From an optimization exercise on the open Yosys and OpenROAD flow, aimed at small area; shortcuts taken in it are not production practice.
Only simulation tests tie the RTL to the original design; equivalence was not proved.
Power and IR drop assume default switching activity.

`design/flow/design.v`:
```
module pianotiles(
		CLOCK_50,
		reset,
		KEY,
		plot,
		vga_x,
		vga_y,
		vga_colour,
		HEX0,
		HEX1,
		LEDR
		);
	input 			CLOCK_50;
	input			reset;
	input 	[3:0] KEY;
	output			plot;
	output	[8:0]	vga_x;
	output	[7:0]	vga_y;
	output	[2:0]	vga_colour;
	output [6:0] HEX0;
	output [6:0] HEX1;
	output [17:0] LEDR;
	reg [1:0] game_state;
	assign LEDR[1:0] = game_state;
	assign LEDR[3:2] = 2'b00;
	assign LEDR[5:4] = game_state;
	assign LEDR[13:6] = 8'd0;
	assign LEDR[17:14] = KEY;
	assign plot = (game_state == 2'd1);
	reg [3:0] rate;
	wire tick = (rate == 4'd7);
	always @(posedge CLOCK_50)
		if (reset) rate <= 4'd0;
		else rate <= rate + 4'd1;
	reg [8:0] n0;
	reg [5:0] n1;
	always @(posedge CLOCK_50)
		if (reset) begin
			n0 <= 9'h100;
			n1 <= 6'h20;
		end else begin
			n0 <= {n0[7:0], n0[3] ^ n0[8]};
			n1 <= {n1[4:0], n1[5] ^ n1[0]};
		end
	wire [1:0] rnd = {n0[0], n1[0]};
	reg [5:0] f;
	reg [2:0] T;
	reg [1:0] q0, q1, q2, q3, q4, q5;
	reg z4, z5;
	reg [1:0] pj;
	reg [5:0] pc;
	reg P, R240;
	reg [1:0] jc;
	reg [5:0] oc;
	reg [1:0] ac;
	reg [7:0] score;
	wire new_tile = (f == 6'd51);
	wire [5:0] nf = new_tile ? 6'd1 : f + 6'd1;
	wire [2:0] nT = (new_tile && T != 3'd6) ? T + 3'd1 : T;
	wire [1:0] nq0 = new_tile ? rnd : q0;
	wire [1:0] nq1 = new_tile ? q0 : q1;
	wire [1:0] nq2 = new_tile ? q1 : q2;
	wire [1:0] nq3 = new_tile ? q2 : q3;
	wire [1:0] nq4 = new_tile ? q3 : q4;
	wire [1:0] nq5 = new_tile ? q4 : q5;
	wire nz4 = new_tile ? 1'b0 : z4;
	wire nz5 = new_tile ? z4 : z5;
	wire [1:0] npj = (new_tile && pj != 2'd3) ? pj + 2'd1 : pj;
	wire t4 = (nf >= 6'd35);
	wire [1:0] c239 = t4 ? nq4 : nq5;
	wire [5:0] o239 = t4 ? 6'd21 - nf : 6'd34 - nf;  
	wire [2:0] i239 = t4 ? 3'd4 : 3'd5;
	wire lit239 = (i239 < nT) && !(i239 + 3'd1 == nT && o239 == 6'd50) &&
		!(t4 ? nz4 : nz5) && !(npj == (t4 ? 2'd1 : 2'd2) && o239 >= pc);
	wire g = (nf >= 6'd36);
	wire [5:0] oq = g ? 6'd22 - nf : 6'd35 - nf;  
	wire al = (jc != 2'd3);
	wire [1:0] njc = (new_tile && al) ? jc + 2'd1 : jc;
	wire over = al && (oc == oq);
	wire hit = al && !over && (KEY == ~(4'b1000 >> ac));
	wire mj = (njc == 2'd0) ? (nq3 == ac) : (njc == 2'd1) ? (nq4 == ac) : (nq5 == ac);
	wire cz4 = nz4 || (hit && nq4 == ac && njc == 2'd0);
	wire cz5 = nz5 || (hit && nq5 == ac && njc == 2'd1);
	wire start = tick && (game_state != 2'd1) && (KEY != 4'hf);
	wire step = tick && (game_state == 2'd1);
	always @(posedge CLOCK_50) begin
		if (reset) begin
			game_state <= 2'd0;
			T <= 3'd0;
			score <= 8'd0;
		end else if (start) begin
			game_state <= 2'd1;
			f <= 6'd1;
			T <= 3'd1;
			q0 <= rnd;
			jc <= 2'd3;
			score <= 8'd0;
		end else if (step) begin
			f <= nf;
			T <= nT;
			q0 <= nq0; q1 <= nq1; q2 <= nq2; q3 <= nq3; q4 <= nq4; q5 <= nq5;
			z4 <= cz4; z5 <= cz5;
			if (hit && mj) begin
				pj <= njc;
				pc <= oc;
			end else
				pj <= npj;
			R240 <= P;
			P <= lit239 && !(hit && c239 == ac);
			jc <= njc;
			if (!al) begin
				if (lit239) begin
					jc <= g ? 2'd0 : 2'd1;
					oc <= oq;
					ac <= c239;
				end
			end else if (over)
				game_state <= 2'd2;
			else if (hit) begin
				score <= score + 8'd1;
				if (lit239 && c239 != ac) begin
					jc <= g ? 2'd0 : 2'd1;
					oc <= oq;
					ac <= c239;
				end else
					jc <= 2'd3;
			end
		end
	end
	reg [8:0] x;
	reg [7:0] y;
	reg [2:0] colour;
	wire xwrap = (x == 9'd320);
	wire [8:0] nx = xwrap ? 9'd0 : x + 9'd1;
	wire [7:0] ny = xwrap ? ((y == 8'd240) ? 8'd0 : y + 8'd1) : y;
	wire [1:0] cx = (nx < 9'd80) ? 2'd0 : (nx < 9'd160) ? 2'd1 :
		(nx < 9'd240) ? 2'd2 : (nx < 9'd320) ? 2'd3 : 2'd0;
	wire [8:0] dd = {1'b0, ny} - {3'b0, f};
	wire [2:0] di = (dd[8] || dd == 9'd0) ? 3'd0 : (dd <= 9'd51) ? 3'd1 :
		(dd <= 9'd102) ? 3'd2 : (dd <= 9'd153) ? 3'd3 : (dd <= 9'd204) ? 3'd4 : 3'd5;
	wire [5:0] oo = dd[5:0] + ((di == 3'd0) ? 6'd50 : (di == 3'd1) ? 6'd63 :
		(di == 3'd2) ? 6'd12 : (di == 3'd3) ? 6'd25 : (di == 3'd4) ? 6'd38 : 6'd51);
	wire zz = (di == 3'd4) ? z4 : (di == 3'd5) ? z5 : 1'b0;
	wire cut = zz || ((di == {1'b0, pj} + 3'd3) && oo >= pc);
	wire [1:0] rc = (di == 3'd0) ? q0 : (di == 3'd1) ? q1 : (di == 3'd2) ? q2 :
		(di == 3'd3) ? q3 : (di == 3'd4) ? q4 : q5;
	wire lit = (ny != 8'd0) && (di < T) && !(di + 3'd1 == T && oo == 6'd50) &&
		((ny == 8'd240) ? R240 : !cut);
	always @(posedge CLOCK_50)
		if (reset) begin
			x <= 9'd0;
			y <= 8'd0;
			colour <= 3'b111;
		end else begin
			x <= nx;
			y <= ny;
			colour <= (lit && rc == cx) ? {1'b0, cx} + 3'd1 : 3'b111;
		end
	assign vga_x = x;
	assign vga_y = y;
	assign vga_colour = colour;
	localparam [111:0] SEG = {
		7'b000_1110, 7'b000_0110, 7'b010_0001, 7'b100_0110,
		7'b000_0011, 7'b000_1000, 7'b001_1000, 7'b000_0000,
		7'b111_1000, 7'b000_0010, 7'b001_0010, 7'b001_1001,
		7'b011_0000, 7'b010_0100, 7'b111_1001, 7'b100_0000};
	assign HEX0 = SEG[score[3:0] * 7 +: 7];
	assign HEX1 = SEG[score[7:4] * 7 +: 7];
endmodule
```
`design/flow/flow/run.sh`:
```
#!/bin/bash
# Own layout flow: the standard layout (standard.sh) with two changes.
#  - Synthesis is the standard script (synth_recipe.tcl), but its abc step
#    uses an area-oriented ABC script (area.abc) and adders are left to ABC
#    (ADDER_MAP_FILE empty) instead of half/full-adder cells. Registers are
#    mapped before the abc step, exactly as in the standard synthesis.
#  - The port buffers are sky130_fd_sc_hd__buf_1 cells.
#  - Clock tree synthesis takes its arguments from cts_args.
# Each tool writes its full log under orfs/logs/; make's output goes to
# standard.log in the work folder.
set -euo pipefail
here=$(cd "$(dirname "${BASH_SOURCE[0]}")" && pwd)
bash standard.sh \
	SYNTH_SCRIPT="$here/own_synth.tcl" \
	ADDER_MAP_FILE= \
	"BUFFER_PORTS_ARGS=-buffer_cell sky130_fd_sc_hd__buf_1" \
	"CTS_ARGS=$(cat "$here/cts_args")" \
	finish > standard.log 2>&1
```
`design/flow/flow/area.abc`:
```
strash
&get -n
&deepsyn -T 10
&put
&get -n
&st
&dch -f
&nf -a
&put
topo
```
`design/flow/flow/cts_args`:
```
-sink_clustering_enable -repair_clock_nets -buf_list sky130_fd_sc_hd__clkbuf_8 -sink_clustering_max_diameter 50 -dont_use_dummy_load
```
`design/flow/flow/own_synth.tcl`:
```
# The standard synthesis (synth_recipe.tcl in the work folder) with its abc
# call pointed at area.abc, next to this file.
set own_dir [file dirname [file normalize [info script]]]
proc abc {args} {
  global own_dir
  set i [lsearch -exact $args -script]
  if { $i >= 0 } {
    lset args [expr { $i + 1 }] [file join $own_dir area.abc]
  }
  puts "own_synth: abc $args"
  yosys abc {*}$args
}
source [file join [file dirname $own_dir] synth_recipe.tcl]
```
`design/flow/standard.sh`:
```
#!/bin/bash
# synth_recipe.tcl (not shown) runs the flow's synth.tcl, then flattens the netlist and writes it again
# the make line also repeats each setting of config.mk as NAME=value (left out here)
make -C /OpenROAD-flow-scripts/flow DESIGN_CONFIG=/design/flow/config.mk WORK_HOME=/design/flow/orfs CLKGATE_MAP_FILE= SYNTH_SCRIPT=/design/flow/synth_recipe.tcl "${@:-finish}"
```
`design/flow/config.mk`:
```
export PLATFORM = sky130hd
export DESIGN_NAME = pianotiles
export DESIGN_NICKNAME = pianotiles
export VERILOG_FILES = /design/flow/design.v
export SDC_FILE = /design/flow/constraint.sdc
export NUM_CORES = 4
export LEC_CHECK = 0
export CAP_MARGIN = 20
export CORE_MARGIN = 2
export CORE_UTILIZATION = 40
export PLACE_DENSITY = 0.6
export SLEW_MARGIN = 20
```
`design/flow/constraint.sdc`:
```
create_clock -name core_clock -period 10.0 [get_ports {CLOCK_50}]
set_input_delay 2.0000 -clock core_clock [delete_from_list [all_inputs] [get_ports {CLOCK_50}]]
set_output_delay 2.0000 -clock core_clock [all_outputs]
set_load 0.01 [all_outputs]
```
==> impl_metrics.json, run 1 <==
{
  "cts_tree": "built",
  "drcViolationCount": 0,
  "ios": 59,
  "first_global_vias": 3993,
  "clock-sinks": 92,
  "top_layer_used": "met4",
  "fp-row-count": 41,
  "cp-start-kind": "flop",
  "fill_cells": 1252,
  "skew_ns": 0.0208,
  "yosys.area.top_type": "edfxtp_1",
  "finalSetupViolations": 0,
  "synth_edf_count": 40,
  "synth_top_area_share_pct": 23.1,
  "antenna_found_initial": 0,
  "synth-main-ff-cell": "dfxtp_1",
  "antenna_cells": 0,
  "wl_met2_mm": 5.57,
  "clk_path_buf_depth": 2,
  "rsz0062_at_grt": "no",
  "ctsResizeCount": 0,
  "vias": 4346,
  "clk_latency_ns": 0.37,
  "tns_ns": 0,
  "drtAntennaViolNets": 0,
  "initial_core_util_pct": 41.1,
  "cellPowerDensity_nw_per_um2": 108,
  "ir_drop_v": 0.0000472,
  "yosysSeqAreaShare_pct": 43.1,
  "avgViaCountPerCell": 5.34,
  "power_leakage_nw": 2.02,
  "min_path_type": "reg -> reg",
  "postLayoutCoreUtil_pct": 44.8,
  "dp.cells": 805,
  "drive_above_1_share_pct": 2.18,
  "die_w_um": 118,
  "cts_setup_buffers": 0,
  "reg2reg_slack_ns": 3.10,
  "r2r-start": "x[3]",
  "cts_hold_buf": 0,
  "crit_path_end": "colour[1]",
  "grt_usage_pct": 17.5,
  "dpl.hpwl_mm": 8.96,
  "htreeDepth": 3,
  "grt_max_degree": 41,
  "synthTopCellsByArea": "edfxtp_1 (23%), dfxtp_1 (20%), nor2_1 (5.8%)",
  "period_share_pct": 69.0,
  "netlist_instances": 587,
  "layout.nets": 650,
  "worstPathArrival_ns": 7.17,
  "cts_made_buffers": 9,
  "instances_no_fill": 814,
  "status": "finished clean",
  "clock.fmax_mhz": 145,
  "drt_iter0_drc": 174,
  "synth.most_common_cell": "nor2_1",
  "slew_headroom_pct": 26.5,
  "totalWireLength_mm": 11.8,
  "rr_worst_depth": 21,
  "gp_congestion": 0.914,
  "crit_start": "x[3]",
  "coreArea_um2": 12700,
  "drt_first_pass_iters": 5,
  "worstSetupPathType": "reg -> reg",
  "grt_pass1_wl_mm": 19.8,
  "syn_area_um2": 5200,
  "clockRootBuffer": "clkbuf_8",
  "overflow": 0,
  "synth_area_per_cell_um2": 8.86,
  "worstMarginPinSlew_ns": 1.09,
  "path_clk_slew_ns": 0.09,
  "min_period_ns": 6.90,
  "met3_length_um": 502,
  "final_max_slew_viol_count": 0,
  "ys_types": 59,
  "drv_cap": 0,
  "die_h_um": 118,
  "ys_ff_latch": 92,
  "async_flop_share_pct": 0,
  "avgRoutedWirePerCell_um": 14.5,
  "crit_path_max_fanout": 8,
  "ys_warn_count": 1,
  "rr_endpoint": "colour[1]",
  "wirelength_met1_mm": 5.54,
  "yosys-top-cells-count": "nor2_1 (81), a21oi_1 (55), nand2_1 (53)",
  "dieArea_um2": 13900,
  "area_growth_pct": 8.99,
  "critPathRequiredTime_ns": 10.27,
  "hold_viol": 0,
  "endpoint_kind": "flop",
  "portBuffers": 48
}
## worst min path at each step
stage | start | endpoint | slack (ns) | cells past startpoint
after floorplan | n0[7] | n0[8] | 0.39 | 1
final | P | R240 | 0.43 | 0
after CTS | n1[4] | n1[5] | 0.43 | 1
after detailed placement | n0[7] | n0[8] | 0.40 | 1
after global placement | n1[4] | n1[5] | 0.39 | 1
after global routing | P | R240 | 0.45 | 0
## kinds of logic (layout without fill, tap and decap cells)
group	Yosys count	in the layout	share of synthesized area [%]
adders and majority gates	10	10	1.92
muxes	8	8	1.56
buffers and inverters	34	80	3.61
DFF	92	92	43.1
and+or+nand+nor	247	247	22.8
other	1	10	0.0721
AOI/OAI and AO/OA	140	140	16.9
xor gates and xnor gates	55	55	10.1
## layout by cell type (no fill, tap or decap), types with 8 or more instances in the layout
cell type,instances
nand2_1,53
clkinv_1,18
and3_1,10
nand3_1,13
o21ai_0,22
xor2_1,23
nor3_1,26
nor2b_1,18
xnor2_1,29
nor2_1,81
dfxtp_1,52
nand2b_1,8
clkbuf_8,9
a21oi_1,55
conb_1,10
edfxtp_1,40
buf_1,48
maj3_1,10
and2_0,8
## worst max-delay path, cell delays in order (launching register included)
cell and delay [ns]:
dfxtp_1 0.34, nor4b_1 0.60, nand3_1 0.23, o211ai_1 0.51, a21oi_1 0.21, o21a_1 0.24
o31ai_1 0.37, maj3_1 0.30, maj3_1 0.24, xnor2_1 0.20, o31ai_1 0.60, o21ai_0 0.37
a211oi_1 0.49, maj3_1 0.32, xnor2_1 0.16, xnor2_1 0.13, maj3_1 0.35, maj3_1 0.37
maj3_1 0.36, o21ai_0 0.09, a21oi_1 0.14, o221ai_1 0.18
## final cells by class
cell class                 count  area [um2]  area share [%]
timing repair buffer          53         215            3.80
inverter                      18        67.6            1.19
sequential                    92        2240            39.5
multi-input combinational    470        2810            49.5
clock buffer                   9         124            2.18
tap                          172         215            3.80
## power by group
group	switching [mW]	internal [mW]
sequential	0.00290	0.393
clock	0.116	0.0808
combinational	0.0117	0.00590
total	0.131	0.480
## sequential cells by signal, indices dropped and copies added, names as in the netlist, 3 cells and up
register / count
n0: 9
x: 9
score: 8
y: 8
f: 6
n1: 6
oc: 6
pc: 6
rate: 4
T: 3
colour: 3
## stage by stage
stage                     power, mW  hold WS, ns  instance area [um2]  worst slack (ns)
after floorplan               0.419        0.391                 5240              3.84
after global placement        0.421        0.394                 5540              3.54
after detailed placement      0.422        0.404                 5550              3.27
after CTS                     0.618        0.431                 5670              3.20
after global routing          0.636        0.451                 5670              2.63
final                         0.611        0.426                 5670              3.10
## metal layers
layer	global-route usage, %	vias up
met5	0	-
met4	6.40	0
met3	2.52	16
met2	28.2	101
met1	23.8	2024
li1	-	2205
==> run 2, diff against run 1 <==
==> design/flow/flow/cts_args (replaced) <==
-sink_clustering_enable -repair_clock_nets -root_buf sky130_fd_sc_hd__clkbuf_8 -buf_list sky130_fd_sc_hd__clkbuf_4 -sink_clustering_max_diameter 50 -dont_use_dummy_load
==> impl_metrics.json, run 2 <==
{
  "die_w_um": 118,
  "antenna_cells": 0,
  "period_share_pct": 69.0,
  "worstPathCellList": "nor4b_1 > nand3_1 > o211ai_1 > a21oi_1 > o21a_1 > o31ai_1 > maj3_1 > maj3_1 > xnor2_1 > o31ai_1 > o21ai_0 > a211oi_1 > maj3_1 > xnor2_1 > xnor2_1 > maj3_1 > maj3_1 > maj3_1 > o21ai_0 > a21oi_1 > o221ai_1",
  "critPathRequiredTime_ns": 10.27,
  "tns_ns": 0,
  "drt_first_pass_iters": 5,
  "min_path_type": "reg -> reg",
  "yosysSeqAreaShare_pct": 43.1,
  "power_leakage_nw": 2.02,
  "htreeDepth": 3,
  "crit_top_cell": "maj3_1",
  "worstPathArrival_ns": 7.17,
  "endpoint_kind": "flop",
  "skew_ns": 0.0208,
  "avgViaCountPerCell": 5.34,
  "crit_path_max_fanout": 8,
  "dp.cells": 805,
  "clock-sinks": 92,
  "top_regs": "n0 (9), x (9)",
  "clk_path_buf_depth": 2,
  "drv_cap": 0,
  "cts_tree": "built",
  "drcViolationCount": 0,
  "layout.nets": 650,
  "ir_drop_v": 0.0000472,
  "hold_start": "P",
  "die_h_um": 118,
  "coreArea_um2": 12700,
  "instances_no_fill": 814,
  "finalSetupViolations": 0,
  "avgRoutedWirePerCell_um": 14.5,
  "first_global_vias": 3993,
  "fp-row-count": 41,
  "drive_above_1_share_pct": 2.18,
  "synth.most_common_cell": "nor2_1",
  "layout_common_cells": "nor2_1 (81), a21oi_1 (55), nand2_1 (53), dfxtp_1 (52), buf_1 (48)",
  "min_period_ns": 6.90,
  "synth_top_area_share_pct": 23.1,
  "dpl.hpwl_mm": 8.96,
  "ctsResizeCount": 0,
  "drtAntennaViolNets": 0,
  "rr_endpoint": "colour[1]",
  "netlist_instances": 587,
  "ios": 59,
  "vias": 4346,
  "min_to": "R240",
  "grt_max_degree": 41,
  "synth-main-ff-cell": "dfxtp_1",
  "cp_slowest_cell": "nor4b_1",
  "yosys.area.top_type": "edfxtp_1",
  "cts_made_buffers": 9,
  "post-place-ws_ns": 3.27,
  "hold_viol": 0,
  "portBuffers": 48,
  "grt_pass1_wl_mm": 19.8,
  "max_stage_delay_ns": 0.60,
  "syn_area_um2": 5200,
  "clockRootBuffer": "clkbuf_8",
  "worst_slack_ns": 3.10,
  "synth_area_per_cell_um2": 8.86,
  "worstMarginPinSlew_ns": 1.09,
  "synth_edf_count": 40,
  "critPathBufInv": 0,
  "clock.fmax_mhz": 145,
  "status": "finished clean",
  "r2r-start": "x[3]",
  "min_path_cells": 0,
  "clk_latency_ns": 0.37,
  "cp-start-kind": "flop",
  "gp_congestion": 0.914,
  "rr_worst_depth": 21,
  "cellPowerDensity_nw_per_um2": 108,
  "slew_headroom_pct": 26.5,
  "mostFrequentLayoutCell": "nor2_1",
  "yosys-top-cells-count": "nor2_1 (81), a21oi_1 (55), nand2_1 (53)",
  "totalWireLength_mm": 11.8,
  "worstSetupPathType": "reg -> reg",
  "synthTopCellsByArea": "edfxtp_1 (23%), dfxtp_1 (20%), nor2_1 (5.8%)",
  "final_max_slew_viol_count": 0,
  "ys_ff_latch": 92,
  "antenna_found_initial": 0,
  "rsz0062_at_grt": "no",
  "reg2reg_slack_ns": 3.10,
  "critical-path-top-delay-family": "compound AO/OA/AOI/OAI gates",
  "cts_setup_buffers": 0,
  "ys_types": 59,
  "grt_usage_pct": 17.5,
  "initial_core_util_pct": 41.1,
  "async_flop_share_pct": 0,
  "ys_warn_count": 1,
  "cts_hold_buf": 0,
  "area_growth_pct": 8.99,
  "drt_iter0_drc": 174,
  "path_clk_slew_ns": 0.09,
  "overflow": 0,
  "dieArea_um2": 13900
}
[run 2: cell counts after synthesis]
Identical to the previous run, type by type.
[run 2: power breakdown]
part           internal, mW  total [mW]  switching, mW
clock network        0.0808       0.197          0.116
logic               0.00590      0.0176         0.0117
registers             0.393       0.396        0.00290
[run 2: area by class of cell]
type	instances	area (um2)
Multi-Input combinational cell	470	2810
Clock buffer	9	124
Timing Repair Buffer	53	215
Sequential cell	92	2240
Fill cell	1252	7000
Tap cell	172	215
Inverter	18	67.6
[run 2: layer usage]
| layer | GRT usage (%) | vias up | wire, um |
|---|---|---|---|
| met5 | 0 | - | 0 |
| met4 | 6.40 | 0 | 211 |
| met3 | 2.52 | 16 | 502 |
| met2 | 28.2 | 101 | 5570 |
| met1 | 23.8 | 2024 | 5540 |
| li1 | - | 2205 | - |
[run 2: cells by family (layout without fill, tap and decap cells)]
| family | count (synthesis) | count (layout) | share of synthesized area (%) |
|---|---|---|---|
| adder cells (fa/ha/maj) | 10 | 10 | 1.92 |
| other | 1 | 10 | 0.0721 |
| AND/OR/NAND/NOR | 247 | 247 | 22.8 |
| AO/OA/AOI/OAI | 140 | 140 | 16.9 |
| flip-flops | 92 | 92 | 43.1 |
| buffers and inverters | 34 | 80 | 3.61 |
| XOR/XNOR | 55 | 55 | 10.1 |
| multiplexers | 8 | 8 | 1.56 |
[run 2: worst max path at each step]
stage	slack, ns	cells past startpoint	startpoint	to
3_3_place_gp	3.54	21	x[3]	colour[1]
3_5_place_dp	3.27	21	x[3]	colour[1]
5_1_grt	2.63	21	x[3]	colour[0]
4_1_cts	3.20	21	x[3]	colour[1]
2_1_floorplan	3.84	20	y[2]	colour[1]
6_report	3.10	21	x[3]	colour[1]
[run 2: metrics by stage]
step,total power [mW],hold WS [ns],utilization (%),area [um2]
5_1_grt,0.636,0.451,44.8,5670
4_1_cts,0.618,0.431,44.8,5670
2_1_floorplan,0.419,0.391,-,5240
3_5_place_dp,0.422,0.404,43.8,5550
3_3_place_gp,0.421,0.394,43.7,5540
6_report,0.611,0.426,44.8,5670
==> run 3, diff against run 2 <==
--- a/design/flow/design.v
+++ b/design/flow/design.v
@@ -78,3 +78,3 @@
 	wire [1:0] njc = (new_tile && al) ? jc + 2'd1 : jc;
-	wire over = al && (oc == oq);
+	wire over = al && (njc == (g ? 2'd1 : 2'd2)) && (oc == oq);
 	wire hit = al && !over && (KEY == ~(4'b1000 >> ac));
==> design/flow/flow/cts_args (replaced) <==
-sink_clustering_enable -repair_clock_nets -buf_list sky130_fd_sc_hd__clkbuf_16 -sink_clustering_size 40 -sink_clustering_max_diameter 120 -dont_use_dummy_load
==> impl_metrics.json, run 3 <==
{
  "overflow": 0,
  "final_cell_area_um2": 5820,
  "min_period_ns": 7.07,
  "layout_common_cells": "nor2_1 (94), dfxtp_1 (52), nand2_1 (51), buf_1 (47), a21oi_1 (45)",
  "grt_max_degree": 45,
  "clockRootBuffer": "clkbuf_16",
  "cts_tree": "built",
  "grt_usage_pct": 18.3,
  "postLayoutCoreUtil_pct": 45.7,
  "yosysSeqAreaShare_pct": 42.7,
  "instances_no_fill": 835,
  "avgViaCountPerCell": 5.42,
  "cellPowerDensity_nw_per_um2": 120,
  "die_w_um": 119,
  "dieArea_um2": 14100,
  "drive_above_1_share_pct": 2.11,
  "async_flop_share_pct": 0,
  "hold_viol": 0,
  "critPathRequiredTime_ns": 10.19,
  "drv_cap": 0,
  "syn_area_um2": 5250,
  "htreeDepth": 3,
  "clock.fmax_mhz": 141,
  "synth-main-ff-cell": "dfxtp_1",
  "portBuffers": 48,
  "min_path_type": "reg -> reg",
  "ir_drop_v": 0.0000663,
  "dp.cells": 826,
  "drt_first_pass_iters": 5,
  "crit_top_cell": "maj3_1",
  "antenna_cells": 0,
  "rr_endpoint": "colour[2]",
  "cts_setup_buffers": 0,
  "mostFrequentLayoutCell": "nor2_1",
  "reg2reg_slack_ns": 2.93,
  "post-place-ws_ns": 3.03,
  "first_global_vias": 4207,
  "clock-sinks": 92,
  "rsz0062_at_grt": "no",
  "dpl.hpwl_mm": 9.64,
  "path_clk_slew_ns": 0.07,
  "drt_iter0_drc": 207,
  "placed_area_um2": 5590,
  "layout.nets": 671,
  "synth_top_area_share_pct": 22.9,
  "antenna_found_initial": 0,
  "totalWireLength_mm": 12.6,
  "synth_area_per_cell_um2": 8.62,
  "cts_made_buffers": 9,
  "tns_ns": 0,
  "slew_headroom_pct": 33.8,
  "netlist_instances": 609,
  "min_to": "n1[5]",
  "worst_slack_ns": 2.93,
  "drcViolationCount": 0,
  "r2r-start": "x[6]",
  "gp_congestion": 0.936,
  "ios": 59,
  "status": "finished clean",
  "fin_hold_ws_ns": 0.414,
  "ys_warn_count": 1,
  "crit_path_max_fanout": 10,
  "coreArea_um2": 12700,
  "vias": 4527,
  "synth.most_common_cell": "nor2_1",
  "avgRoutedWirePerCell_um": 15.1,
  "clk_path_buf_depth": 2,
  "finalSetupViolations": 0,
  "final_max_slew_viol_count": 0,
  "ctsResizeCount": 0,
  "min_path_cells": 1,
  "worstSetupPathType": "reg -> reg",
  "ys_types": 49,
  "cp_slowest_cell": "nor4bb_1",
  "grt_pass1_wl_mm": 20.6,
  "endpoint_kind": "flop",
  "yosys.area.top_type": "edfxtp_1",
  "finalPower_uw": 699,
  "top_regs": "n0 (9), x (9)",
  "cp-start-kind": "flop",
  "worstMarginPinSlew_ns": 0.990,
  "period_share_pct": 70.7,
  "fp-row-count": 41,
  "cts_hold_buf": 0,
  "ys_ff_latch": 92,
  "area_growth_pct": 10.8,
  "rr_worst_depth": 20,
  "die_h_um": 119,
  "initial_core_util_pct": 41.3,
  "worstPathArrival_ns": 7.27,
  "max_stage_delay_ns": 0.58,
  "skew_ns": 0.0180,
  "worstPathCellList": "nor4bb_1 > and3_1 > and4_1 > and3_1 > nor2_1 > a211oi_1 > clkinv_1 > maj3_1 > and3_1 > o2bb2ai_1 > and2_0 > xnor2_1 > o31a_1 > maj3_1 > maj3_1 > maj3_1 > xnor2_1 > a221oi_1 > a21oi_1 > o221ai_1",
  "synth_edf_count": 40,
  "clk_latency_ns": 0.35,
  "yosys-top-cells-count": "nor2_1 (94), dfxtp_1 (52), nand2_1 (51)",
  "synthTopCellsByArea": "edfxtp_1 (23%), dfxtp_1 (20%), nor2_1 (6.7%)",
  "hold_start": "n1[4]",
  "drtAntennaViolNets": 0,
  "power_leakage_nw": 2.03
}
==> run 3: cell families (layout without fill, tap and decap cells) <==
group,Yosys count,count (layout),synth area share (%)
other,1,10,0.0714
AOI/OAI and AO/OA,134,134,16.2
adders and majority gates,7,7,1.33
xor gates and xnor gates,57,57,9.77
buffers and inverters,36,81,3.72
DFF,92,92,42.7
muxes,7,7,1.33
and+or+nand+nor,275,275,24.9
==> run 3: worst max path at each step <==
stage | slack [ns] | depth (start not counted) | endpoint | from
after floorplan | 3.78 | 20 | colour[2] | x[6]
after global routing | 2.39 | 20 | colour[2] | x[6]
after CTS | 2.97 | 20 | colour[2] | x[6]
final | 2.93 | 20 | colour[2] | x[6]
after detailed placement | 3.03 | 20 | colour[2] | x[6]
after global placement | 3.26 | 20 | colour[2] | x[6]
==> run 3: worst max-delay path: cells and delay by family (launching register included) <==
kind	cells	cell delay [ns]
adder cells (fa/ha/maj)	4	1.64
AO/OA/AOI/OAI	6	1.89
buffers and inverters	1	0.20
AND/OR/NAND/NOR	7	2.36
flip-flops	1	0.40
XOR/XNOR	2	0.46
==> run 3: cell type report <==
class                           instances  area, um2
Fill cell                            1269       6900
Inverter                               20       75.1
Timing Repair Buffer                   52        211
Multi-Input combinational cell        490       2850
Clock buffer                            9        225
Tap cell                              172        215
Sequential cell                        92       2240
==> run 3: layer usage <==
metal | share of wire (%) | track usage [%] | routed length [um] | vias to the layer above
met5 | 0 | 0 | 0 | -
met4 | 3.1 | 9.38 | 389 | 0
met3 | 3.9 | 3.09 | 494 | 21
met2 | 48 | 30.8 | 6100 | 107
met1 | 44 | 22.5 | 5600 | 2119
li1 | - | - | - | 2280
==> run 3: report_power, final <==
part | leakage (nW) | switching, mW | internal, mW
sequential | 0.782 | 0.00301 | 0.393
combinational | 1.14 | 0.0116 | 0.00586
clock | 0.111 | 0.127 | 0.158
total | 2.03 | 0.141 | 0.558
==> run 4, diff against run 3 <==
--- a/design/flow/design.v
+++ b/design/flow/design.v
@@ -78,3 +78,3 @@
 	wire [1:0] njc = (new_tile && al) ? jc + 2'd1 : jc;
-	wire over = al && (njc == (g ? 2'd1 : 2'd2)) && (oc == oq);
+	wire over = al && (oc == oq);
 	wire hit = al && !over && (KEY == ~(4'b1000 >> ac));
--- a/design/flow/flow/run.sh
+++ b/design/flow/flow/run.sh
@@ -3,3 +3,4 @@
 #  - Synthesis is the standard script (synth_recipe.tcl), but its abc step
-#    uses an area-oriented ABC script (area.abc) and adders are left to ABC
+#    uses an area-oriented ABC script (area.abc), run with eight seeds of its
+#    &deepsyn step keeping the smallest result, and adders are left to ABC
 #    (ADDER_MAP_FILE empty) instead of half/full-adder cells. Registers are
@@ -15,2 +16,3 @@
 	ADDER_MAP_FILE= \
+	SKIP_REPAIR_TIE_FANOUT=1 \
 	"BUFFER_PORTS_ARGS=-buffer_cell sky130_fd_sc_hd__buf_1" \
==> design/flow/flow/area.abc (replaced) <==
strash
&get -n
&deepsyn -T 10 -S @SEED@
&put
&get -n
&st
&dch -f
&nf -R 100 -p -C 32 -F 8 -A 8
&put
topo
==> design/flow/flow/cts_args (replaced) <==
-sink_clustering_enable -repair_clock_nets -buf_list sky130_fd_sc_hd__clkbuf_8 -sink_clustering_max_diameter 50 -dont_use_dummy_load
==> design/flow/flow/own_synth.tcl (replaced) <==
# The standard synthesis (synth_recipe.tcl in the work folder) with its abc
# call replaced: the logic is mapped with an area-oriented ABC script
# (area.abc, next to this file) once per random seed of its &deepsyn step,
# and the smallest result is kept. abc maps only the logic between the
# registers, which the standard script has already mapped.
set own_dir [file dirname [file normalize [info script]]]
proc own_area {lib} {
  set fn [file join $::env(OBJECTS_DIR) own_stat.txt]
  tee -q -o $fn stat -liberty $lib
  set f [open $fn r]
  set t [read $f]
  close $f
  if { [regexp {Chip area for module '[^']*': ([0-9.eE+-]+)} $t -> a] } { return $a }
  return 1e30
}
proc abc {args} {
  global own_dir
  set i [lsearch -exact $args -script]
  set lib [lindex $args [expr { [lsearch -exact $args -liberty] + 1 }]]
  set src [open [file join $own_dir area.abc] r]
  set script [read $src]
  close $src
  design -save own_pre
  set best 1e30
  set best_seed -1
  foreach seed {0 1 2 3 4 5 6 7} {
    design -load own_pre
    set fn [file join $::env(OBJECTS_DIR) own_area_$seed.abc]
    set out [open $fn w]
    puts -nonewline $out [string map [list @SEED@ $seed] $script]
    close $out
    set a $args
    lset a [expr { $i + 1 }] $fn
    puts "own_synth: abc seed $seed"
    yosys abc {*}$a
    set area [own_area $lib]
    puts "own_synth: seed $seed area $area"
    if { $area < $best } {
      set best $area
      set best_seed $seed
      design -save own_best
    }
  }
  design -load own_best
  puts "own_synth: kept seed $best_seed, area $best"
}
source [file join [file dirname $own_dir] synth_recipe.tcl]
==> impl_metrics.json, run 4 <==
{
  "status": "finished clean",
  "skew_ns": 0.0228,
  "overflow": 0,
  "drcViolationCount": 0,
  "antenna_cells": 0,
  "layout.nets": 627,
  "synth_edf_count": 40,
  "top_regs": "n0 (9), x (9)",
  "max_stage_delay_ns": 0.75,
  "layout_common_cells": "nor2_1 (72), dfxtp_1 (52), a21oi_1 (52), buf_1 (47), nand2_1 (46)",
  "cts_made_buffers": 9,
  "antenna_found_initial": 0,
  "gp_congestion": 0.930,
  "synth_area_per_cell_um2": 8.89,
  "ys_types": 51,
  "drive_above_1_share_pct": 2.75,
  "coreArea_um2": 12600,
  "worstPathArrival_ns": 8.46,
  "synth.most_common_cell": "nor2_1",
  "synth-main-ff-cell": "dfxtp_1",
  "syn_area_um2": 5110,
  "dieArea_um2": 13700,
  "ys_warn_count": 1,
  "grt_pass1_wl_mm": 18.3,
  "clk_path_buf_depth": 2,
  "cp-start-kind": "flop",
  "cp_slowest_cell": "o21ai_0",
  "ios": 59,
  "clk_latency_ns": 0.37,
  "power_leakage_nw": 1.89,
  "drv_cap": 0,
  "ys_ff_latch": 92,
  "worstMarginPinSlew_ns": 0.958,
  "cts_setup_buffers": 0,
  "grt_max_degree": 42,
  "fp-row-count": 41,
  "yosys-top-cells-count": "nor2_1 (72), a21oi_1 (53), dfxtp_1 (52)",
  "final_max_slew_viol_count": 0,
  "worstSetupPathType": "reg -> reg",
  "avgRoutedWirePerCell_um": 14.4,
  "cts_hold_buf": 0,
  "ir_drop_v": 0.0000471,
  "endpoint_kind": "flop",
  "totalWireLength_mm": 11.4,
  "cts_tree": "built",
  "grt_usage_pct": 17.2,
  "rsz0062_at_grt": "no",
  "clock.fmax_mhz": 122,
  "yosysSeqAreaShare_pct": 43.9,
  "portBuffers": 48,
  "critPathRequiredTime_ns": 10.29,
  "netlist_instances": 575,
  "drt_first_pass_iters": 5,
  "vias": 4279,
  "ctsResizeCount": 0,
  "synth_top_area_share_pct": 23.5,
  "die_h_um": 117,
  "clock-sinks": 92,
  "avgViaCountPerCell": 5.41,
  "first_global_vias": 3875,
  "period_share_pct": 81.7,
  "multiInputGateArea_um2": 2690,
  "yosys.area.top_type": "edfxtp_1",
  "cellPowerDensity_nw_per_um2": 109,
  "drtAntennaViolNets": 0,
  "seq_area_um2": 2240,
  "tns_ns": 0,
  "async_flop_share_pct": 0,
  "fill_cells": 1259,
  "synthTopCellsByArea": "edfxtp_1 (24%), dfxtp_1 (20%), xnor2_1 (6.7%)",
  "crit_path_max_fanout": 12,
  "hold_viol": 0,
  "htreeDepth": 3,
  "postLayoutCoreUtil_pct": 44.2,
  "slew_headroom_pct": 35.9,
  "initial_core_util_pct": 40.7,
  "crit_top_cell": "o21ai_0",
  "path_clk_slew_ns": 0.08,
  "die_w_um": 117,
  "finalSetupViolations": 0,
  "min_path_type": "reg -> reg",
  "min_period_ns": 8.17,
  "drt_iter0_drc": 259,
  "mostFrequentLayoutCell": "nor2_1",
  "dpl.hpwl_mm": 8.68,
  "area_growth_pct": 8.72,
  "clockRootBuffer": "clkbuf_8"
}
==> run 4: per-layer routing <==
layer  track usage, %  up-vias  routed length [um]
met5                0        -                   0
li1                 -     2128                   -
met4             8.63        0                 274
met1             21.7     2034                5000
met3             3.04       20                 543
met2             28.5       97                5540
==> run 4: metrics by stage <==
| step | hold WS, ns | instances | setup slack, ns | area, um2 | power, mW |
|---|---|---|---|---|---|
| 6_report | 0.417 | 791 | 1.83 | 5560 | 0.608 |
| 3_3_place_gp | 0.401 | 782 | 1.95 | 5410 | 0.421 |
| 5_1_grt | 0.451 | 791 | 1.13 | 5560 | 0.633 |
| 4_1_cts | 0.419 | 791 | 1.46 | 5540 | 0.615 |
| 3_5_place_dp | 0.405 | 782 | 1.51 | 5420 | 0.422 |
| 2_1_floorplan | 0.391 | 575 | 2.62 | 5110 | 0.418 |
==> run 4: logic make-up after synthesis <==
| kind of cell | after synthesis | share of synthesized area (%) |
|---|---|---|
| flip-flops | 92 | 43.9 |
| AND/OR/NAND/NOR | 229 | 21.8 |
| buffers and inverters | 37 | 3.89 |
| AO/OA/AOI/OAI | 138 | 16.5 |
| XOR/XNOR | 58 | 9.94 |
| multiplexers | 8 | 1.59 |
| other | 1 | 0.0734 |
| adder cells (fa/ha/maj) | 12 | 2.35 |
==> run 4: final timing paths <==
path / start / end / slack (ns) / cells past startpoint
worst max-delay path: x[0] / colour[2] / 1.83 / 30
worst min-delay path: n0[7] / n0[8] / 0.42 / 1
worst max register to register: x[0] / colour[2] / 1.83 / 30
worst min register to register: n0[7] / n0[8] / 0.42 / 1
==> run 4: report_power, final <==
group / total (mW) / internal (mW) / leakage (nW) / switching (mW)
clock network: 0.195 / 0.0807 / 0.0647 / 0.114
registers: 0.396 / 0.393 / 0.782 / 0.00346
logic: 0.0170 / 0.00584 / 1.04 / 0.0112
==> run 4: area by class of cell <==
type / count / share of cell area (%)
clock buffers: 9 / 2.23
inverters: 21 / 1.42
multi-input cells: 446 / 48.4
flip-flops and latches: 92 / 40.4
well taps: 172 / 3.87
repair buffers: 51 / 3.67
==> run 4: critical path: cells and delay by family, from the launching register on <==
family / cells / cell delay [ns]
compound gates: 11 / 2.53
fa+ha+maj: 5 / 1.89
simple gates: 10 / 2.55
xor+xnor: 4 / 0.74
flops: 1 / 0.37
==> run 5, diff against run 4 <==
--- a/design/flow/flow/run.sh
+++ b/design/flow/flow/run.sh
@@ -16,3 +16,2 @@
 	ADDER_MAP_FILE= \
-	SKIP_REPAIR_TIE_FANOUT=1 \
 	"BUFFER_PORTS_ARGS=-buffer_cell sky130_fd_sc_hd__buf_1" \
==> impl_metrics.json, run 5 <==
{
  "die_w_um": 117,
  "clockRootBuffer": "clkbuf_8",
  "cp-start-kind": "flop",
  "crit_top_cell": "o21ai_0",
  "finalPower_uw": 607,
  "grt_max_degree": 42,
  "max_stage_delay_ns": 0.55,
  "first_global_vias": 3798,
  "mostFrequentLayoutCell": "nor2_1",
  "netlist_instances": 575,
  "worstMarginPinSlew_ns": 0.966,
  "clock.fmax_mhz": 123,
  "cp_slowest_cell": "a21oi_1",
  "avgViaCountPerCell": 5.38,
  "overflow": 0,
  "async_flop_share_pct": 0,
  "antenna_cells": 0,
  "min_period_ns": 8.15,
  "yosys.area.top_type": "edfxtp_1",
  "avgRoutedWirePerCell_um": 13.9,
  "coreArea_um2": 12600,
  "cts_made_buffers": 9,
  "layout_common_cells": "nor2_1 (72), dfxtp_1 (52), a21oi_1 (52), buf_1 (47), nand2_1 (46)",
  "totalWireLength_mm": 11.2,
  "cts_hold_buf": 0,
  "htreeDepth": 3,
  "path_clk_slew_ns": 0.07,
  "synth_area_per_cell_um2": 8.89,
  "drcViolationCount": 0,
  "grt_pass1_wl_mm": 18.2,
  "drt_first_pass_iters": 5,
  "synthTopCellsByArea": "edfxtp_1 (24%), dfxtp_1 (20%), xnor2_1 (6.7%)",
  "clock-sinks": 92,
  "yosys-top-cells-count": "nor2_1 (72), a21oi_1 (53), dfxtp_1 (52)",
  "internal_power_uw": 479,
  "ir_drop_v": 0.0000524,
  "p_sw_share_pct": 21.1,
  "endpoint_kind": "flop",
  "synth.most_common_cell": "nor2_1",
  "period_share_pct": 81.5,
  "synth_top_area_share_pct": 23.5,
  "ys_types": 51,
  "synth-main-ff-cell": "dfxtp_1",
  "ys_ff_latch": 92,
  "rsz0062_at_grt": "no",
  "slew_headroom_pct": 35.4,
  "status": "finished clean",
  "synth_edf_count": 40,
  "drive_above_1_share_pct": 2.70,
  "dp.cells": 792,
  "yosysSeqAreaShare_pct": 43.9,
  "hold_viol": 0,
  "critPathRequiredTime_ns": 10.23,
  "pwr-share-seq_pct": 65.2,
  "drtAntennaViolNets": 0,
  "cts_tree": "built",
  "worstPathArrival_ns": 8.38,
  "worstSetupPathType": "reg -> reg",
  "ys_warn_count": 1,
  "power_leakage_nw": 1.92,
  "dieArea_um2": 13700,
  "cts_setup_buffers": 0,
  "skew_ns": 0.0140,
  "syn_area_um2": 5110,
  "fp-row-count": 41,
  "area_growth_pct": 9.35,
  "dpl.hpwl_mm": 8.57,
  "clkPwrFrac_pct": 32.0,
  "finalSetupViolations": 0,
  "ctsResizeCount": 0,
  "cellPowerDensity_nw_per_um2": 109,
  "final_max_slew_viol_count": 0,
  "clk_latency_ns": 0.37,
  "initial_core_util_pct": 40.7,
  "top_regs": "n0 (9), x (9)",
  "gp_congestion": 0.858,
  "min_path_type": "reg -> reg",
  "grt_usage_pct": 17.2,
  "tns_ns": 0,
  "portBuffers": 48,
  "layout.nets": 637,
  "clk_path_buf_depth": 2,
  "instances_no_fill": 801,
  "vias": 4310,
  "pwr-share-comb_pct": 2.8,
  "ios": 59,
  "p_sw_uw": 128,
  "antenna_found_initial": 0,
  "die_h_um": 117,
  "drt_iter0_drc": 229,
  "crit_path_max_fanout": 12,
  "fin_hold_ws_ns": 0.428,
  "drv_cap": 0
}
-- run 5: changes by cell type in the layout (fill, tap and decap cells not counted) --
cell    delta
nor4_1     +1
buf_2      +1
conb_1     +9
nor4_2     -1
-- run 5: critical path, delay by kind of cell, from the launching register on --
| kind | cells | cell delay, ns |
|---|---|---|
| AO/OA/AOI/OAI | 11 | 2.32 |
| XOR/XNOR | 3 | 0.83 |
| adder cells (fa/ha/maj) | 5 | 1.98 |
| flip-flops | 1 | 0.36 |
| AND/OR/NAND/NOR | 10 | 2.53 |
-- run 5: cell type report --
class	count	area (um2)
fill	1239	6980
multi-input combinational	455	2720
sequential	92	2240
tap	172	215
timing repair buffer	52	209
clock buffer	9	124
inverter	21	78.8
-- run 5: final timing paths --
kind	startpoint	endpoint	slack, ns	cells past startpoint
worst max-delay path	x[0]	colour[2]	1.85	29
worst min register to register	n0[7]	n0[8]	0.43	1
worst max register to register	x[0]	colour[2]	1.85	29
worst min-delay path	n0[7]	n0[8]	0.43	1
-- run 5: stage by stage --
stage / setup slack (ns) / utilization (%) / cell area, um2
floorplan: 2.62 / - / 5140
global placement: 1.92 / 43.3 / 5440
detailed placement: 1.51 / 43.3 / 5450
CTS: 1.48 / 44.3 / 5570
global route: 1.02 / 44.5 / 5590
finish: 1.85 / 44.5 / 5590
-- run 5: power groups by stage --
stage	registers [mW]	logic, mW	clock network, mW
after detailed placement	0.405	0.0171	0
after CTS	0.396	0.0171	0.205
after floorplan	0.404	0.0139	0
after global routing	0.397	0.0200	0.219
final	0.396	0.0169	0.194
after global placement	0.405	0.0166	0
-- run 5: per-layer routing --
metal	up-vias	part of all wire (%)	wire length, um	track usage [%]
met2	101	48	5310	27.5
met4	0	2.2	248	8.71
met1	2039	46	5160	22.1
li1	2152	-	-	-
met3	18	4.0	443	3.76
met5	-	0	0	0
-- run 5: cell families (layout without fill, tap and decap cells) --
family | after synthesis | count (layout) | share of synthesized area, %
mux | 8 | 8 | 1.59
compound gates | 138 | 138 | 16.5
flops | 92 | 92 | 43.9
xor+xnor | 58 | 58 | 9.94
simple gates | 229 | 229 | 21.8
buf+inv | 37 | 82 | 3.89
fa+ha+maj | 12 | 12 | 2.35
other cells | 1 | 10 | 0.0734
==> run 6, diff against run 5 <==
--- a/design/flow/design.v
+++ b/design/flow/design.v
@@ -29,7 +29,11 @@
 	assign plot = (game_state == 2'd1);
+	function [3:0] step16;
+		input [3:0] s;
+		step16 = {s[2:0], s[3] ^ s[2] ^ (s[2:0] == 3'b000)};
+	endfunction
 	reg [3:0] rate;
-	wire tick = (rate == 4'd7);
+	wire tick = (rate == 4'd13);	 
 	always @(posedge CLOCK_50)
 		if (reset) rate <= 4'd0;
-		else rate <= rate + 4'd1;
+		else rate <= step16(rate);
 	reg [8:0] n0;
@@ -55,3 +59,3 @@
 	reg [1:0] ac;
-	reg [7:0] score;
+	reg [7:0] score;	 
 	wire new_tile = (f == 6'd51);
@@ -119,3 +123,4 @@
 			else if (hit) begin
-				score <= score + 8'd1;
+				score <= {(score[3:0] == 4'd8) ? step16(score[7:4]) : score[7:4],
+					step16(score[3:0])};
 				if (lit239 && c239 != ac) begin
@@ -162,6 +167,6 @@
 	localparam [111:0] SEG = {
-		7'b000_1110, 7'b000_0110, 7'b010_0001, 7'b100_0110,
-		7'b000_0011, 7'b000_1000, 7'b001_1000, 7'b000_0000,
-		7'b111_1000, 7'b000_0010, 7'b001_0010, 7'b001_1001,
-		7'b011_0000, 7'b010_0100, 7'b111_1001, 7'b100_0000};
+		7'b100_0110, 7'b010_0001, 7'b111_1000, 7'b000_0110,
+		7'b000_1000, 7'b000_0000, 7'b001_1001, 7'b000_1110,
+		7'b000_0011, 7'b000_0010, 7'b001_1000, 7'b011_0000,
+		7'b001_0010, 7'b010_0100, 7'b111_1001, 7'b100_0000};
 	assign HEX0 = SEG[score[3:0] * 7 +: 7];
--- a/design/flow/flow/run.sh
+++ b/design/flow/flow/run.sh
@@ -1,3 +1,3 @@
 #!/bin/bash
-# Own layout flow: the standard layout (standard.sh) with two changes.
+# Own layout flow: the standard layout (standard.sh) with these changes.
 #  - Synthesis is the standard script (synth_recipe.tcl), but its abc step
@@ -9,2 +9,3 @@
 #  - Clock tree synthesis takes its arguments from cts_args.
+#  - The constant outputs share one tie cell (SKIP_REPAIR_TIE_FANOUT).
 # Each tool writes its full log under orfs/logs/; make's output goes to
@@ -16,2 +17,3 @@
 	ADDER_MAP_FILE= \
+	SKIP_REPAIR_TIE_FANOUT=1 \
 	"BUFFER_PORTS_ARGS=-buffer_cell sky130_fd_sc_hd__buf_1" \
==> impl_metrics.json, run 6 <==
{
  "top_layer_used": "met4",
  "power_leakage_nw": 1.91,
  "r2r-start": "x[8]",
  "p_sw_uw": 126,
  "synthTopCellsByArea": "edfxtp_1 (24%), dfxtp_1 (20%), xnor2_1 (5.9%)",
  "clk_path_buf_depth": 2,
  "ys_warn_count": 1,
  "clkPwrFrac_pct": 31.9,
  "totalWireLength_mm": 11.3,
  "yosys-top-cells-count": "nor2_1 (61), nand2_1 (56), dfxtp_1 (52)",
  "netlist_instances": 564,
  "synth.most_common_cell": "nor2_1",
  "status": "finished clean",
  "clk_latency_ns": 0.37,
  "yosys-mux-area-fraction_pct": 2.39,
  "max_stage_delay_ns": 0.66,
  "vias": 4184,
  "cp-start-kind": "flop",
  "min_to": "R240",
  "antenna_found_initial": 0,
  "p_sw_share_pct": 20.9,
  "wirelength_met1_mm": 5.34,
  "worstMarginPinSlew_ns": 0.925,
  "path_clk_slew_ns": 0.08,
  "clock.fmax_mhz": 122,
  "synth_edf_count": 40,
  "postLayoutCoreUtil_pct": 43.9,
  "min_path_cells": 0,
  "post-place-ws_ns": 1.92,
  "hold_start": "P",
  "worstSetupPathType": "reg -> reg",
  "synth_top_family_by_area": "simple AND/OR/NAND/NOR gates",
  "crit_path_max_fanout": 9,
  "die_h_um": 117,
  "synth_compound_area_share_pct": 16.3,
  "worst_slack_ns": 1.83,
  "crit_top_cell": "maj3_1",
  "pwr-share-seq_pct": 65.3,
  "drv_cap": 0,
  "avgViaCountPerCell": 5.37,
  "grt_usage_pct": 17.6,
  "die_w_um": 117,
  "synth-main-ff-cell": "dfxtp_1",
  "clock-sinks": 92,
  "drtAntennaViolNets": 0,
  "drive_above_1_share_pct": 1.98,
  "yosysSeqAreaShare_pct": 44.1,
  "cts_setup_buffers": 0,
  "drt_first_pass_iters": 4,
  "antenna_cells": 0,
  "met3_length_um": 612,
  "cts_made_buffers": 9,
  "first_global_vias": 3882,
  "synth_area_per_cell_um2": 9.01,
  "avgRoutedWirePerCell_um": 14.4,
  "hold_viol": 0,
  "cts_tree": "built",
  "dieArea_um2": 13600,
  "overflow": 0,
  "critPathRequiredTime_ns": 10.30,
  "skew_ns": 0.0149,
  "min_path_type": "reg -> reg",
  "cts_hold_buf": 0,
  "ir_drop_v": 0.0000849,
  "yosys.area.top_type": "edfxtp_1",
  "htreeDepth": 3,
  "ctsResizeCount": 0,
  "area_growth_pct": 8.18,
  "gp_congestion": 0.878,
  "ios": 59,
  "synth_adder_area_share_pct": 2.17,
  "period_share_pct": 81.7,
  "drcViolationCount": 0,
  "drt_iter0_drc": 302,
  "reg2reg_slack_ns": 1.83,
  "rr_endpoint": "colour[1]",
  "rsz0062_at_grt": "no",
  "ys_types": 54,
  "layout_common_cells": "nor2_1 (61), nand2_1 (56), dfxtp_1 (52), buf_1 (47), edfxtp_1 (40)",
  "synth-simple-area-share_pct": 23.2,
  "finalSetupViolations": 0,
  "cellPowerDensity_nw_per_um2": 110,
  "internal_power_uw": 479,
  "layout.nets": 615,
  "rr_worst_depth": 32,
  "top_regs": "n0 (9), x (9)",
  "clockRootBuffer": "clkbuf_8",
  "final_max_slew_viol_count": 0,
  "ys_ff_latch": 92,
  "portBuffers": 48,
  "grt_max_degree": 44,
  "mostFrequentLayoutCell": "nor2_1",
  "min_period_ns": 8.17,
  "coreArea_um2": 12500,
  "worstPathArrival_ns": 8.47,
  "synth-xor-area-share_pct": 7.93,
  "syn_area_um2": 5080,
  "cp_slowest_cell": "nor4_1",
  "initial_core_util_pct": 40.6,
  "dpl.hpwl_mm": 8.39,
  "tns_ns": 0,
  "synth_top_area_share_pct": 23.6,
  "fp-row-count": 41,
  "wl_met2_mm": 5.16,
  "grt_pass1_wl_mm": 18.8,
  "endpoint_kind": "flop",
  "slew_headroom_pct": 38.3,
  "pwr-share-comb_pct": 2.8,
  "async_flop_share_pct": 0
}
[run 6: cell types whose count changed after synthesis, sizes merged, moves of 6 or more]
cell	previous run	this run
a22o	0	8
a21oi	53	31
nor2	72	61
nand3	15	21
nand2	46	56
xor2	19	12
[run 6: routing by layer]
metal	vias to the layer above	global-route usage [%]
met2	104	28.2
met5	-	0
li1	2123	-
met4	0	5.33
met3	11	4.36
met1	1946	23.6
[run 6: kinds of logic after synthesis]
group                    Yosys count
buffers and inverters             36
XOR/XNOR                          46
multiplexers                      12
other                              1
AND/OR/NAND/NOR                  240
adder cells (fa/ha/maj)           11
flip-flops                        92
AO/OA/AOI/OAI                    126
[run 6: layout make-up]
class | instances | area [um2]
Clock buffer | 9 | 124
Fill cell | 1282 | 7020
Inverter | 20 | 75.1
Multi-Input combinational cell | 436 | 2640
Sequential cell | 92 | 2240
Tap cell | 172 | 215
Timing Repair Buffer | 50 | 196
[run 6: through the flow]
| step | hold WS [ns] | instances | instance area (um2) | total power, mW |
|---|---|---|---|---|
| detailed placement | 0.412 | 770 | 5370 | 0.421 |
| finish | 0.432 | 779 | 5500 | 0.606 |
| floorplan | 0.391 | 564 | 5080 | 0.418 |
| CTS | 0.433 | 779 | 5500 | 0.616 |
| global route | 0.450 | 779 | 5500 | 0.634 |
| global placement | 0.400 | 770 | 5370 | 0.420 |
[run 6: worst max-delay path: cells and delay by family (launching register included)]
family	cells	cell delay (ns)
AO/OA/AOI/OAI	9	1.82
multiplexers	1	0.14
adder cells (fa/ha/maj)	6	2.19
XOR/XNOR	3	0.97
flip-flops	1	0.41
AND/OR/NAND/NOR	12	2.48
buffers and inverters	1	0.07
[run 6: power by group through the flow]
stage / Sequential, mW / Clock, mW / Combinational [mW]
after floorplan: 0.404 / 0 / 0.0139
after global placement: 0.404 / 0 / 0.0166
after detailed placement: 0.404 / 0 / 0.0171
after CTS: 0.395 / 0.203 / 0.0172
after global routing: 0.396 / 0.219 / 0.0196
final: 0.395 / 0.193 / 0.0169
[run 6: how the worst max path moves through the flow]
| stage | startpoint | to | slack (ns) |
|---|---|---|---|
| finish | x[8] | colour[1] | 1.83 |
| global route | x[8] | colour[1] | 1.04 |
| CTS | x[8] | colour[1] | 1.87 |
| detailed placement | x[8] | colour[1] | 1.92 |
| global placement | x[8] | colour[1] | 2.31 |
| floorplan | x[8] | colour[1] | 2.91 |
==> run 7, diff against run 6 <==
==> design/flow/flow/area.abc (replaced) <==
strash
&get -n
&deepsyn -T 10 -S @SEED@
&put
&get -n
&st
&dch -f
&nf -R 100 -p -C 32 -F 8 -A 8
&put
mfs2 -W 4 -M 5000
strash
&get -n
&st
&dch -f
&nf -R 100 -p -C 32 -F 8 -A 8
&put
mfs2 -W 4 -M 5000
strash
&get -n
&st
&dch -f
&nf -R 100 -p -C 32 -F 8 -A 8
&put
topo
==> impl_metrics.json, run 7 <==
{
  "area_growth_pct": 8.61,
  "dieArea_um2": 13500,
  "fill_cells": 1192,
  "yosysSeqAreaShare_pct": 44.6,
  "drtAntennaViolNets": 0,
  "synth-main-ff-cell": "dfxtp_1",
  "crit_path_max_fanout": 9,
  "seq_area_um2": 2240,
  "antenna_cells": 0,
  "drv_cap": 0,
  "status": "finished clean",
  "final_max_slew_viol_count": 0,
  "yosys.area.top_type": "edfxtp_1",
  "fp-row-count": 40,
  "max_stage_delay_ns": 0.49,
  "clockRootBuffer": "clkbuf_8",
  "synth_edf_count": 40,
  "hold_viol": 0,
  "htreeDepth": 3,
  "top_regs": "n0 (9), x (9)",
  "avgRoutedWirePerCell_um": 15.6,
  "worstPathArrival_ns": 9.42,
  "drive_above_1_share_pct": 2.52,
  "totalWireLength_mm": 11.9,
  "period_share_pct": 91.9,
  "power_leakage_nw": 1.88,
  "die_w_um": 116,
  "clock.fmax_mhz": 109,
  "finalPower_uw": 607,
  "grt_max_degree": 46,
  "cp-start-kind": "flop",
  "ys_ff_latch": 92,
  "ir_drop_v": 0.0000979,
  "rsz0062_at_grt": "no",
  "cts_setup_buffers": 0,
  "cts_made_buffers": 9,
  "ys_types": 53,
  "slew_headroom_pct": 38.7,
  "yosys-top-cells-count": "nor2_1 (60), dfxtp_1 (52), nand2_1 (52)",
  "clk_latency_ns": 0.37,
  "clk_path_buf_depth": 2,
  "coreArea_um2": 12200,
  "vias": 4156,
  "overflow": 0,
  "cp_slowest_cell": "dfxtp_1",
  "postLayoutCoreUtil_pct": 44.9,
  "dpl.hpwl_mm": 8.72,
  "async_flop_share_pct": 0,
  "initial_core_util_pct": 41.4,
  "ys_warn_count": 1,
  "finalSetupViolations": 0,
  "min_period_ns": 9.19,
  "grt_usage_pct": 18.6,
  "grt_pass1_wl_mm": 19.5,
  "multiInputGateArea_um2": 2620,
  "reg2reg_slack_ns": 0.81,
  "synthTopCellsByArea": "edfxtp_1 (24%), dfxtp_1 (21%), xnor2_1 (6.6%)",
  "final_cell_area_um2": 5460,
  "first_global_vias": 3945,
  "avgViaCountPerCell": 5.45,
  "gp_congestion": 0.975,
  "synth_area_per_cell_um2": 9.15,
  "ctsResizeCount": 0,
  "syn_area_um2": 5030,
  "drt_first_pass_iters": 5,
  "placed_area_um2": 5330,
  "drt_iter0_drc": 290,
  "die_h_um": 116,
  "min_path_type": "reg -> reg",
  "endpoint_kind": "flop",
  "cts_tree": "built",
  "worstSetupPathType": "reg -> reg",
  "antenna_found_initial": 0,
  "clock-sinks": 92,
  "cellPowerDensity_nw_per_um2": 111,
  "worstMarginPinSlew_ns": 0.920,
  "cts_hold_buf": 0,
  "skew_ns": 0.0275,
  "synth_top_area_share_pct": 23.9,
  "netlist_instances": 550,
  "portBuffers": 48,
  "layout.nets": 603,
  "synth.most_common_cell": "nor2_1",
  "layout_common_cells": "nor2_1 (60), dfxtp_1 (52), nand2_1 (52), buf_1 (47), edfxtp_1 (40)",
  "mostFrequentLayoutCell": "nor2_1",
  "ios": 59,
  "critPathRequiredTime_ns": 10.22,
  "drcViolationCount": 0,
  "fin_hold_ws_ns": 0.419,
  "tns_ns": 0,
  "crit_top_cell": "maj3_1",
  "path_clk_slew_ns": 0.09
}
## run 7: layout make-up
class / count / area share (%)
tap: 168 / 3.85
timing repair buffer: 52 / 3.87
sequential: 92 / 41.0
multi-input combinational: 426 / 47.9
inverter: 16 / 1.10
clock buffer: 9 / 2.27
## run 7: cell families after synthesis
kind of cell               after synthesis  share of synthesized area [%]
and+or+nand+nor                        227                           22.5
AOI/OAI and AO/OA                      122                           15.4
buffers and inverters                   32                           3.58
DFF                                     92                           44.6
other                                    1                         0.0746
xor gates and xnor gates                52                           9.05
muxes                                   11                           2.19
adders and majority gates               13                           2.59
## run 7: stage by stage
stage / setup WS [ns] / std cells
after floorplan: 1.88 / 550
after global placement: 1.14 / 754
after detailed placement: 0.701 / 754
after CTS: 0.569 / 763
after global routing: 0.0702 / 763
final: 0.805 / 763
## run 7: critical path, delay by kind of cell, from the launching register on
kind	cells	cell delay, ns
xor+xnor	5	1.23
mux	1	0.28
buf+inv	3	0.43
simple gates	9	2.00
compound gates	11	2.09
flops	1	0.49
fa+ha+maj	7	2.51
## run 7: final timing paths
check / end / start / cells after the start
setup / recovery: colour[1] / x[7] / 36
hold / removal: n1[5] / n1[4] / 1
setup reg to reg: colour[1] / x[7] / 36
hold reg to reg: n1[5] / n1[4] / 1
## run 7: layer usage
layer  wire [um]  GRT usage, %  vias up
li1            -             -     2067
met1        5400          24.6     1969
met2        5590          29.5      105
met3         748          4.15       15
met4         142          7.94        0
met5           0             0        -
## run 7: power by group
group | internal, mW | switching [mW] | total, mW
combinational | 0.00589 | 0.0113 | 0.0172
sequential | 0.393 | 0.00280 | 0.396
clock | 0.0807 | 0.114 | 0.194
==> run 8, diff against run 7 <==
--- a/design/flow/design.v
+++ b/design/flow/design.v
@@ -94,2 +94,6 @@
 			score <= 8'd0;
+			f <= 6'd1;
+			pj <= 2'd3;
+			z4 <= 1'b0;
+			z5 <= 1'b0;
 		end else if (start) begin
==> impl_metrics.json, run 8 <==
{
  "post-place-ws_ns": 2.19,
  "initial_core_util_pct": 41.1,
  "endpoint_kind": "flop",
  "cts_made_buffers": 9,
  "drv_cap": 0,
  "power_leakage_nw": 1.85,
  "dieArea_um2": 13300,
  "rsz0062_at_grt": "no",
  "totalWireLength_mm": 11.2,
  "cts_setup_buffers": 0,
  "dpl.hpwl_mm": 8.41,
  "htreeDepth": 3,
  "grt_usage_pct": 17.9,
  "min_path_type": "reg -> reg",
  "cellPowerDensity_nw_per_um2": 121,
  "worst_slack_ns": 2.10,
  "ios": 59,
  "min_period_ns": 7.90,
  "path_clk_slew_ns": 0.09,
  "drcViolationCount": 0,
  "period_share_pct": 79.0,
  "gp_congestion": 0.825,
  "r2r-start": "x[3]",
  "drtAntennaViolNets": 0,
  "worstMarginPinSlew_ns": 1.00,
  "portBuffers": 48,
  "max_stage_delay_ns": 0.77,
  "fp-row-count": 40,
  "drt_first_pass_iters": 5,
  "synth-main-ff-cell": "dfxtp_1",
  "slew_headroom_pct": 32.6,
  "grt_max_degree": 42,
  "area_growth_pct": 8.65,
  "fill_cells": 1203,
  "cts_hold_buf": 0,
  "status": "finished clean",
  "crit_start": "x[3]",
  "ctsResizeCount": 0,
  "hold_start": "P",
  "crit_path_max_fanout": 7,
  "yosys.area.top_type": "dfxtp_1",
  "die_h_um": 115,
  "cp_slowest_cell": "nor4_1",
  "grt_pass1_wl_mm": 18.9,
  "ys_types": 49,
  "layout_common_cells": "nor2_1 (73), nand2_1 (64), dfxtp_1 (62), buf_1 (47)",
  "coreArea_um2": 12100,
  "clockRootBuffer": "clkbuf_8",
  "critPathRequiredTime_ns": 10.24,
  "finalSetupViolations": 0,
  "instances_no_fill": 783,
  "skew_ns": 0.0342,
  "die_w_um": 115,
  "synth_top_area_share_pct": 25.0,
  "ir_drop_v": 0.0000661,
  "worstPathArrival_ns": 8.14,
  "syn_area_um2": 4960,
  "overflow": 0,
  "critPathBufInv": 0,
  "cts_tree": "built",
  "layout.nets": 623,
  "critical-path-top-delay-family": "simple AND/OR/NAND/NOR gates",
  "synth_edf_count": 30,
  "yosys-top-cells-count": "nor2_1 (73), nand2_1 (64), dfxtp_1 (62)",
  "async_flop_share_pct": 0,
  "synthTopCellsByArea": "dfxtp_1 (25%), edfxtp_1 (18%), xnor2_1 (6.5%)",
  "netlist_instances": 571,
  "tns_ns": 0,
  "avgViaCountPerCell": 5.24,
  "top_regs": "n0 (9), x (9)",
  "antenna_found_initial": 0,
  "avgRoutedWirePerCell_um": 14.3,
  "drt_iter0_drc": 290,
  "clk_path_buf_depth": 2,
  "ys_warn_count": 1,
  "drive_above_1_share_pct": 2.44,
  "dp.cells": 774,
  "mostFrequentLayoutCell": "nor2_1",
  "worstSetupPathType": "reg -> reg",
  "synth_area_per_cell_um2": 8.69,
  "ys_ff_latch": 92,
  "clk_latency_ns": 0.38,
  "hold_viol": 0,
  "final_max_slew_viol_count": 0,
  "clock-sinks": 92,
  "cp-start-kind": "flop",
  "yosysSeqAreaShare_pct": 43.2,
  "crit_top_cell": "o21ai_0",
  "vias": 4105,
  "clock.fmax_mhz": 127,
  "antenna_cells": 0,
  "first_global_vias": 3889,
  "synth.most_common_cell": "nor2_1"
}
==> run 8: cell types whose count changed after synthesis, moves of 6 or more <==
cell / delta
nor2_1: +13
nand2_1: +12
dfxtp_1: +10
edfxtp_1: -10
nand3_1: +9
xor2_1: +9
and3_1: -7
a31oi_1: +6
==> run 8: path summary, 6_finish.rpt <==
check | to | slack, ns | cells past startpoint
worst max-delay path | colour[1] | 2.10 | 30
worst min-delay path | R240 | 0.42 | 0
worst max register to register | colour[1] | 2.10 | 30
worst min register to register | R240 | 0.42 | 0
==> run 8: power by group <==
group | switching (mW) | internal (mW) | total, mW
Clock | 0.116 | 0.0807 | 0.197
Sequential | 0.00455 | 0.388 | 0.392
Combinational | 0.0393 | 0.0248 | 0.0640
==> run 8: logic make-up (layout without fill, tap and decap cells) <==
group	count (synthesis)	count (layout)	share of synthesized area, %
adder cells (fa/ha/maj)	9	9	1.82
flip-flops	92	92	43.2
XOR/XNOR	60	60	10.6
multiplexers	7	7	1.41
other	1	1	0.0756
AO/OA/AOI/OAI	123	123	15.5
AND/OR/NAND/NOR	249	249	23.9
buffers and inverters	30	74	3.48
==> run 8: routing by layer <==
metal | GRT usage, % | part of all wire [%]
met1 | 24.3 | 50
met2 | 27.8 | 44
met3 | 3.80 | 4.7
met4 | 7.55 | 1.6
met5 | 0 | 0
==> run 8: area by class of cell <==
cell class	count	area, um2	share of cell area [%]
Timing Repair Buffer	51	204	3.78
Tap cell	168	210	3.90
Inverter	14	52.6	0.975
Multi-Input combinational cell	449	2660	49.3
Sequential cell	92	2140	39.7
Clock buffer	9	124	2.30
==> run 8: stage by stage <==
step / utilization [%] / total power [mW] / hold WS [ns] / cell area, um2
2_1_floorplan: - / 0.452 / 0.391 / 4960
3_3_place_gp: 43.6 / 0.463 / 0.401 / 5260
3_5_place_dp: 43.7 / 0.464 / 0.405 / 5270
4_1_cts: 44.7 / 0.663 / 0.416 / 5390
5_1_grt: 44.7 / 0.687 / 0.424 / 5390
6_report: 44.7 / 0.653 / 0.417 / 5390

## static timing again, ports no longer ideal
How much do the figures lean on ideal ports? The routed layouts below were timed once more, with nothing changed but the port constraints. Step 1 assumes that a clkbuf_16 drives the clock port and a buf_2 every other input. Step 2 adds t to the input delays and takes it off the output delays; t is the mean of the earliest and latest rising clock arrival at the registers after step 1. Input paths then give back, and output paths get back, about the clock's delay inside the block. Slacks: ideal ports / drivers / drivers and shift; pairs: ideal ports / drivers.
run | t (ns) | setup slack, ns | hold WS [ns] | worst register clock-pin slew, ns
run 1 | 0.394 | 3.103 / 3.103 / 3.103 | 0.426 / 0.426 / 0.426 | 0.09 / 0.09
run 2 | 0.394 | 3.103 / 3.103 / 3.103 | 0.426 / 0.426 / 0.426 | 0.09 / 0.09
run 3 | 0.382 | 2.926 / 2.926 / 2.926 | 0.414 / 0.414 / 0.414 | 0.07 / 0.07
run 4 | 0.389 | 1.833 / 1.833 / 1.833 | 0.417 / 0.417 / 0.417 | 0.08 / 0.08
run 5 | 0.399 | 1.849 / 1.849 / 1.849 | 0.428 / 0.428 / 0.428 | 0.08 / 0.08
run 6 | 0.398 | 1.831 / 1.831 / 1.831 | 0.432 / 0.432 / 0.432 | 0.08 / 0.08
run 7 | 0.393 | 0.805 / 0.805 / 0.805 | 0.419 / 0.419 / 0.419 | 0.09 / 0.09
run 8 | 0.396 | 2.100 / 2.100 / 2.100 | 0.417 / 0.417 / 0.417 | 0.10 / 0.10
After both steps every run listed still meets setup and hold.
